Background: an optimization exercise with open tools, aiming at small area, a short achievable clock period and few clock cycles. Do not read the settings as production practice. Function was checked by simulation only, so behaviour that the tests miss may differ from the original. Power figures rest on the tool's default switching activity, not on a simulated workload.

==> inputs of run X <==
==> flow/design.v (excerpt) <==
module chipmunk
	#(parameter addrSize = 12)
	(input clk,
	 input reset,
	 input [addrSize-1:0] startPC,
	 input [7:0] dataBus,
	 output [7:0] dataBusWrite,
	 output [addrSize-1:0] addrBus,
	 output weMem,
	 output done);
==> flow/config.mk <==
export PLATFORM = sky130hd
export DESIGN_NAME = chipmunk
export DESIGN_NICKNAME = chipmunk
export VERILOG_FILES = /design/flow/design.v
export SDC_FILE = /design/flow/constraint.sdc
export NUM_CORES = 4
export LEC_CHECK = 0
export CAP_MARGIN = 20
export CORE_MARGIN = 2
export CORE_UTILIZATION = 55
export SETUP_SLACK_MARGIN = 2.5
export SLEW_MARGIN = 20
==> flow/constraint.sdc <==
create_clock -name core_clock -period 5.0 [get_ports {clk}]
set_input_delay 1.0000 -clock core_clock [delete_from_list [all_inputs] [get_ports {clk}]]
set_output_delay 1.0000 -clock core_clock [all_outputs]
set_load 0.01 [all_outputs]
run.sh (not shown) runs the stock make flow with config.mk's settings and CLKGATE_MAP_FILE= SYNTH_SCRIPT=/design/flow/synth_recipe.tcl, a recipe that flattens the netlist after the stock synthesis.
==> inputs of run G, as changes to run X <==
--- a/flow/design.v
+++ b/flow/design.v
@@ -67,17 +67,17 @@
 	reg [11:0] pc;                
 	reg [7:0] ir;                 
 	reg irValid;
 	reg [7:0] dr;                 
 	reg [3:0] hr;                 
 	reg rc;                       
 	reg wr;                       
 	reg finished;
-	reg xAluX, xAluY, xSub, xUseC;
+	reg xAluA, xAluX, xAluY, xSub, xUseC;    
 	reg wsA, wsX, wsY, wsD;
 	reg pX, pY;
 	reg pR;                       
 	reg rs;                       
 	reg cx;                       
 	assign addrBus = ar;
 	assign weMem = !wr;
 	assign done = finished;
@@ -253,16 +253,18 @@
 		end
 		if (sPW)
 			dr <= {5'b0, nFlag, zFlag, cFlag};
 	end
 	always @(posedge clk) begin
 		if (sF) begin
 			xAluX <= bf == 6'h16 || bf == 6'h17 || bf == 6'h2C || bf == 6'h2D;
 			xAluY <= bf == 6'h1C || bf == 6'h2E || bf == 6'h2F;
+			xAluA <= !(bf == 6'h16 || bf == 6'h17 || bf == 6'h2C || bf == 6'h2D ||
+			           bf == 6'h1C || bf == 6'h2E || bf == 6'h2F);
 			xSub  <= bf[5:2] == 4'b0101 || bf == 6'h1C || (bf[5:3] == 3'b001 && bf[1]) ||
 			         (bf[5:3] == 3'b101 && bf[0]);
 			xUseC <= bf[5:2] == 4'b0011;
 			wsA   <= bf == 6'h21 || bf == 6'h29 || bf == 6'h32;
 			wsX   <= bf == 6'h23 || bf == 6'h34;
 			wsY   <= bf == 6'h25 || bf == 6'h36;
 			wsD   <= bf[5:3] == 3'b011 && bf[0] || bf == 6'h30;
 			pX    <= bs == 2'b11 && (bMem || bSt || bBr);
@@ -288,31 +290,31 @@
 	           f[5:3] == 3'b001 || f[5:2] == 4'b0100 || f[5:2] == 4'b0101 ||
 	           f[5:2] == 4'b0110 || f == 6'h1C || f == 6'h1D || f == 6'h1F ||
 	           (f[5:3] == 3'b101 && f[2:1] != 2'b00);
 	wire xPLP = f == 6'h31;
 	wire xCF = f[5:1] == 5'b00011;
 	wire xCS = f[5:3] == 3'b001 || f[5:2] == 4'b0101 || f == 6'h1C;
 	wire xCH = f == 6'h18 || f == 6'h1A;
 	wire xCR = f == 6'h19 || f == 6'h1B;
-	wire [7:0] aluL = xAluX ? xReg : (xAluY ? yReg : aReg);
+	wire [7:0] aluL = ({8{xAluA}} & aReg) | ({8{xAluX}} & xReg) | ({8{xAluY}} & yReg);
 	wire [8:0] sum = add8(aluL, xSub ? ~dr : dr, xUseC ? cFlag : xSub);
 	wire [7:0] bitRes = ir[3] ? (aReg ^ dr) : ~(aReg | dr);
 	wire [7:0] shRes = ir[3] ? {1'b0, aReg[7:1]} : {aReg[6:0], 1'b0};
 	wire shC = ir[3] ? aReg[0] : aReg[7];
 	wire [7:0] res = ({8{xSelD}} & dr) | ({8{xSelS}} & sum[7:0]) | ({8{xSelB}} & bitRes) |
 	                 ({8{xSelH}} & shRes) | ({8{xSelX}} & xReg);
 	wire ex = sF && irValid;
 	always @(posedge clk) begin
 		if (ex && xWA)
 			aReg <= res;
 		if (ex && (xWX || xXA))
-			xReg <= xXA ? aReg : res;
+			xReg <= ({8{xXA}} & aReg) | ({8{xSelD}} & dr) | ({8{xSelS}} & sum[7:0]);
 		if (ex && xWY)
-			yReg <= res;
+			yReg <= ({8{xSelD}} & dr) | ({8{xSelS}} & sum[7:0]);
 		if (ex && xNZ) begin
 			nFlag <= res[7];
 			zVal <= res;
 		end
 		if (ex && xPLP) begin
 			nFlag <= dr[2];
 			zVal <= {7'b0, !dr[1]};
 		end
ABC_AREA = 1   (was not set)
PLACE_DENSITY = 0.75   (was not set)
TNS_END_PERCENT = 5   (was not set)
==> inputs of run M, as changes to run X <==
--- a/flow/design.v
+++ b/flow/design.v
@@ -67,17 +67,17 @@
 	reg [11:0] pc;                
 	reg [7:0] ir;                 
 	reg irValid;
 	reg [7:0] dr;                 
 	reg [3:0] hr;                 
 	reg rc;                       
 	reg wr;                       
 	reg finished;
-	reg xAluX, xAluY, xSub, xUseC;
+	reg xAluA, xAluX, xAluY, xSub, xUseC;    
 	reg wsA, wsX, wsY, wsD;
 	reg pX, pY;
 	reg pR;                       
 	reg rs;                       
 	reg cx;                       
 	assign addrBus = ar;
 	assign weMem = !wr;
 	assign done = finished;
@@ -249,31 +249,38 @@
 			endcase
 			if (!iRmw)
 				dr <= dataBus;
 			rc <= f[1] ? dataBus[0] : dataBus[7];
 		end
 		if (sPW)
 			dr <= {5'b0, nFlag, zFlag, cFlag};
 	end
+	wire [7:0] cb = sF ? dataBus : ir;
+	wire [5:0] cf = cb[7:2];
+	wire [1:0] cs = cb[1:0];
+	wire cMem = !cf[5] && cf[0] && cf != 6'h07;
+	wire cSt  = cf == 6'h21 || cf == 6'h23 || cf == 6'h25 || cf == 6'h29;
+	wire cBr  = cf[5:3] == 3'b111;
+	wire cAluX = cf == 6'h16 || cf == 6'h17 || cf == 6'h2C || cf == 6'h2D;
+	wire cAluY = cf == 6'h1C || cf == 6'h2E || cf == 6'h2F;
 	always @(posedge clk) begin
-		if (sF) begin
-			xAluX <= bf == 6'h16 || bf == 6'h17 || bf == 6'h2C || bf == 6'h2D;
-			xAluY <= bf == 6'h1C || bf == 6'h2E || bf == 6'h2F;
-			xSub  <= bf[5:2] == 4'b0101 || bf == 6'h1C || (bf[5:3] == 3'b001 && bf[1]) ||
-			         (bf[5:3] == 3'b101 && bf[0]);
-			xUseC <= bf[5:2] == 4'b0011;
-			wsA   <= bf == 6'h21 || bf == 6'h29 || bf == 6'h32;
-			wsX   <= bf == 6'h23 || bf == 6'h34;
-			wsY   <= bf == 6'h25 || bf == 6'h36;
-			wsD   <= bf[5:3] == 3'b011 && bf[0] || bf == 6'h30;
-			pX    <= bs == 2'b11 && (bMem || bSt || bBr);
-			pY    <= (bf == 6'h28 || bf == 6'h29) && bs != 2'b11;
-			pR    <= bBr && bs == 2'b01;
-		end
+		xAluX <= cAluX;
+		xAluY <= cAluY;
+		xAluA <= !(cAluX || cAluY);
+		xSub  <= cf[5:2] == 4'b0101 || cf == 6'h1C || (cf[5:3] == 3'b001 && cf[1]) ||
+		         (cf[5:3] == 3'b101 && cf[0]);
+		xUseC <= cf[5:2] == 4'b0011;
+		wsA   <= cf == 6'h21 || cf == 6'h29 || cf == 6'h32;
+		wsX   <= cf == 6'h23 || cf == 6'h34;
+		wsY   <= cf == 6'h25 || cf == 6'h36;
+		wsD   <= cf[5:3] == 3'b011 && cf[0] || cf == 6'h30;
+		pX    <= cs == 2'b11 && (cMem || cSt || cBr);
+		pY    <= (cf == 6'h28 || cf == 6'h29) && cs != 2'b11;
+		pR    <= cBr && cs == 2'b01;
 	end
 	wire xSelD = f[5:1] == 5'b00000 || f[5:1] == 5'b00001 || f[5:1] == 5'b00010 ||
 	           f == 6'h19 || f == 6'h1B || f == 6'h1D || f == 6'h1F ||
 	           f == 6'h28 || f == 6'h33 || f == 6'h35 || f == 6'h37;
 	wire xSelS = f[5:3] == 3'b001 || f[5:2] == 4'b0101 || f == 6'h1C ||
 	           (f[5:3] == 3'b101 && f[2:1] != 2'b00);
 	wire xSelB = f[5:2] == 4'b0100;
 	wire xSelH = f == 6'h18 || f == 6'h1A;
@@ -288,31 +295,31 @@
 	           f[5:3] == 3'b001 || f[5:2] == 4'b0100 || f[5:2] == 4'b0101 ||
 	           f[5:2] == 4'b0110 || f == 6'h1C || f == 6'h1D || f == 6'h1F ||
 	           (f[5:3] == 3'b101 && f[2:1] != 2'b00);
 	wire xPLP = f == 6'h31;
 	wire xCF = f[5:1] == 5'b00011;
 	wire xCS = f[5:3] == 3'b001 || f[5:2] == 4'b0101 || f == 6'h1C;
 	wire xCH = f == 6'h18 || f == 6'h1A;
 	wire xCR = f == 6'h19 || f == 6'h1B;
-	wire [7:0] aluL = xAluX ? xReg : (xAluY ? yReg : aReg);
+	wire [7:0] aluL = ({8{xAluA}} & aReg) | ({8{xAluX}} & xReg) | ({8{xAluY}} & yReg);
 	wire [8:0] sum = add8(aluL, xSub ? ~dr : dr, xUseC ? cFlag : xSub);
 	wire [7:0] bitRes = ir[3] ? (aReg ^ dr) : ~(aReg | dr);
 	wire [7:0] shRes = ir[3] ? {1'b0, aReg[7:1]} : {aReg[6:0], 1'b0};
 	wire shC = ir[3] ? aReg[0] : aReg[7];
 	wire [7:0] res = ({8{xSelD}} & dr) | ({8{xSelS}} & sum[7:0]) | ({8{xSelB}} & bitRes) |
 	                 ({8{xSelH}} & shRes) | ({8{xSelX}} & xReg);
 	wire ex = sF && irValid;
 	always @(posedge clk) begin
 		if (ex && xWA)
 			aReg <= res;
 		if (ex && (xWX || xXA))
-			xReg <= xXA ? aReg : res;
+			xReg <= ({8{xXA}} & aReg) | ({8{xSelD}} & dr) | ({8{xSelS}} & sum[7:0]);
 		if (ex && xWY)
-			yReg <= res;
+			yReg <= ({8{xSelD}} & dr) | ({8{xSelS}} & sum[7:0]);
 		if (ex && xNZ) begin
 			nFlag <= res[7];
 			zVal <= res;
 		end
 		if (ex && xPLP) begin
 			nFlag <= dr[2];
 			zVal <= {7'b0, !dr[1]};
 		end
ABC_AREA = 1   (was not set)
SETUP_SLACK_MARGIN = 2.6   (was 2.5)
TNS_END_PERCENT = 5   (was not set)
==> summary of the runs <==
The highest first-iteration DRC count belongs to run X, the lowest to run M.
Clock power: run G is lower than run M (about 6%).
Run X passed the timing, design-rule and antenna checks. Run G ran to the end with no violations. Run M produced a clean layout.
Via count: run X > run M > run G.
Sequential power: run M is larger than run G (about 5%).
Utilization, highest first: run X, run M, run G.
The lowest global-route usage belongs to run G, the highest to run X.
Cell count, lowest first: run X, run G, run M.
Flip-flop and latch count is the same in run G and run M.
==> figures <==
| quantity | run M | run G | run X |
|---|---|---|---|
| Placed cell count | 1,435 | 1,415 | 1,142 |
| Metal2 WL | 13.9 mm | 13.5 mm | 15.6 mm |
| Met3 wirelength from detailed routing | 3.24 mm | 2.96 mm | 4.65 mm |
| Area growth from synthesis to final layout | 21.6% | 19.3% | 37.6% |
| First-pass GRT wire length | 46.6 mm | 45.2 mm | 50.2 mm |
| Layout Cell Area excl Fill | 0.0104 mm^2 | 0.0104 mm^2 | 0.0118 mm^2 |
| Post-Synthesis Cell Area | 0.00852 mm^2 | 0.00873 mm^2 | 0.00856 mm^2 |
| Count of non-filler cells in the finished layout | 1,510 | 1,488 | 1,297 |
| Arrival time at the worst endpoint | 1.58 ns | 1.69 ns | 1.80 ns |
| Post-synthesis share of cell area spent on xor and xnor gates | 0.0308 | 0.0301 | 0.0368 |
| Half-perimeter wire length after detailed placement | 21.6 mm | 21.8 mm | 22.2 mm |
| Run status | timing/DRC/antenna clean | timing/DRC/antenna clean | timing/DRC/antenna clean |
| Switching Share | 0.381 | 0.366 | 0.372 |
| Count of state elements after synthesis | 115 | 115 | 114 |
| Number of cells upsized or downsized after cts | 135 | 84 | 163 |
| Non-clock buffers, area share | 0.0767 | 0.0719 | 0.142 |
| Area share of the leading cell type in the synthesized netlist | 0.215 | 0.279 | 0.281 |
| Sequential cell area in the final layout | 0.00295 mm^2 | 0.00312 mm^2 | 0.00309 mm^2 |
Testbench counts of run X, summed over its fixed seeds: cycles 328,514.
Testbench counts of run G, summed over its fixed seeds: cycles 328,514.
Testbench counts of run M, summed over its fixed seeds: cycles 328,514.

## static timing again, ports no longer ideal
The results above use ideal ports. As a check the final layouts listed here were re-extracted and re-timed, cells and wires unchanged. Step 1, drivers: a clkbuf_16 drives clk and a buf_2 each remaining input, both assumed. Step 2 also shifts input and output timing later by t, the mid clock arrival at the registers, as if the neighbouring blocks saw the same clock. Slacks: ideal / step 1 / step 2; pairs: ideal / step 1.
run | t, ns | setup WS [ns] | hold slack, ns | latest minus earliest clock arrival (ns) | worst data-port slew with drivers (ns)
run X | 0.469 | 2.205 / 2.159 / 1.891 | 0.476 / 0.476 / 0.476 | 0.015 / 0.015 | 0.05
run G | 0.473 | 2.306 / 2.259 / 1.987 | 0.454 / 0.454 / 0.454 | 0.010 / 0.010 | 0.04
run M | 0.470 | 2.415 / 2.367 / 2.079 | 0.454 / 0.454 / 0.454 | 0.009 / 0.009 | 0.04
After both steps setup and hold are still met in every run listed. For run M, which loses most, drivers alone change the setup slack by -0.048 ns; drivers and shift together by -0.336 ns.
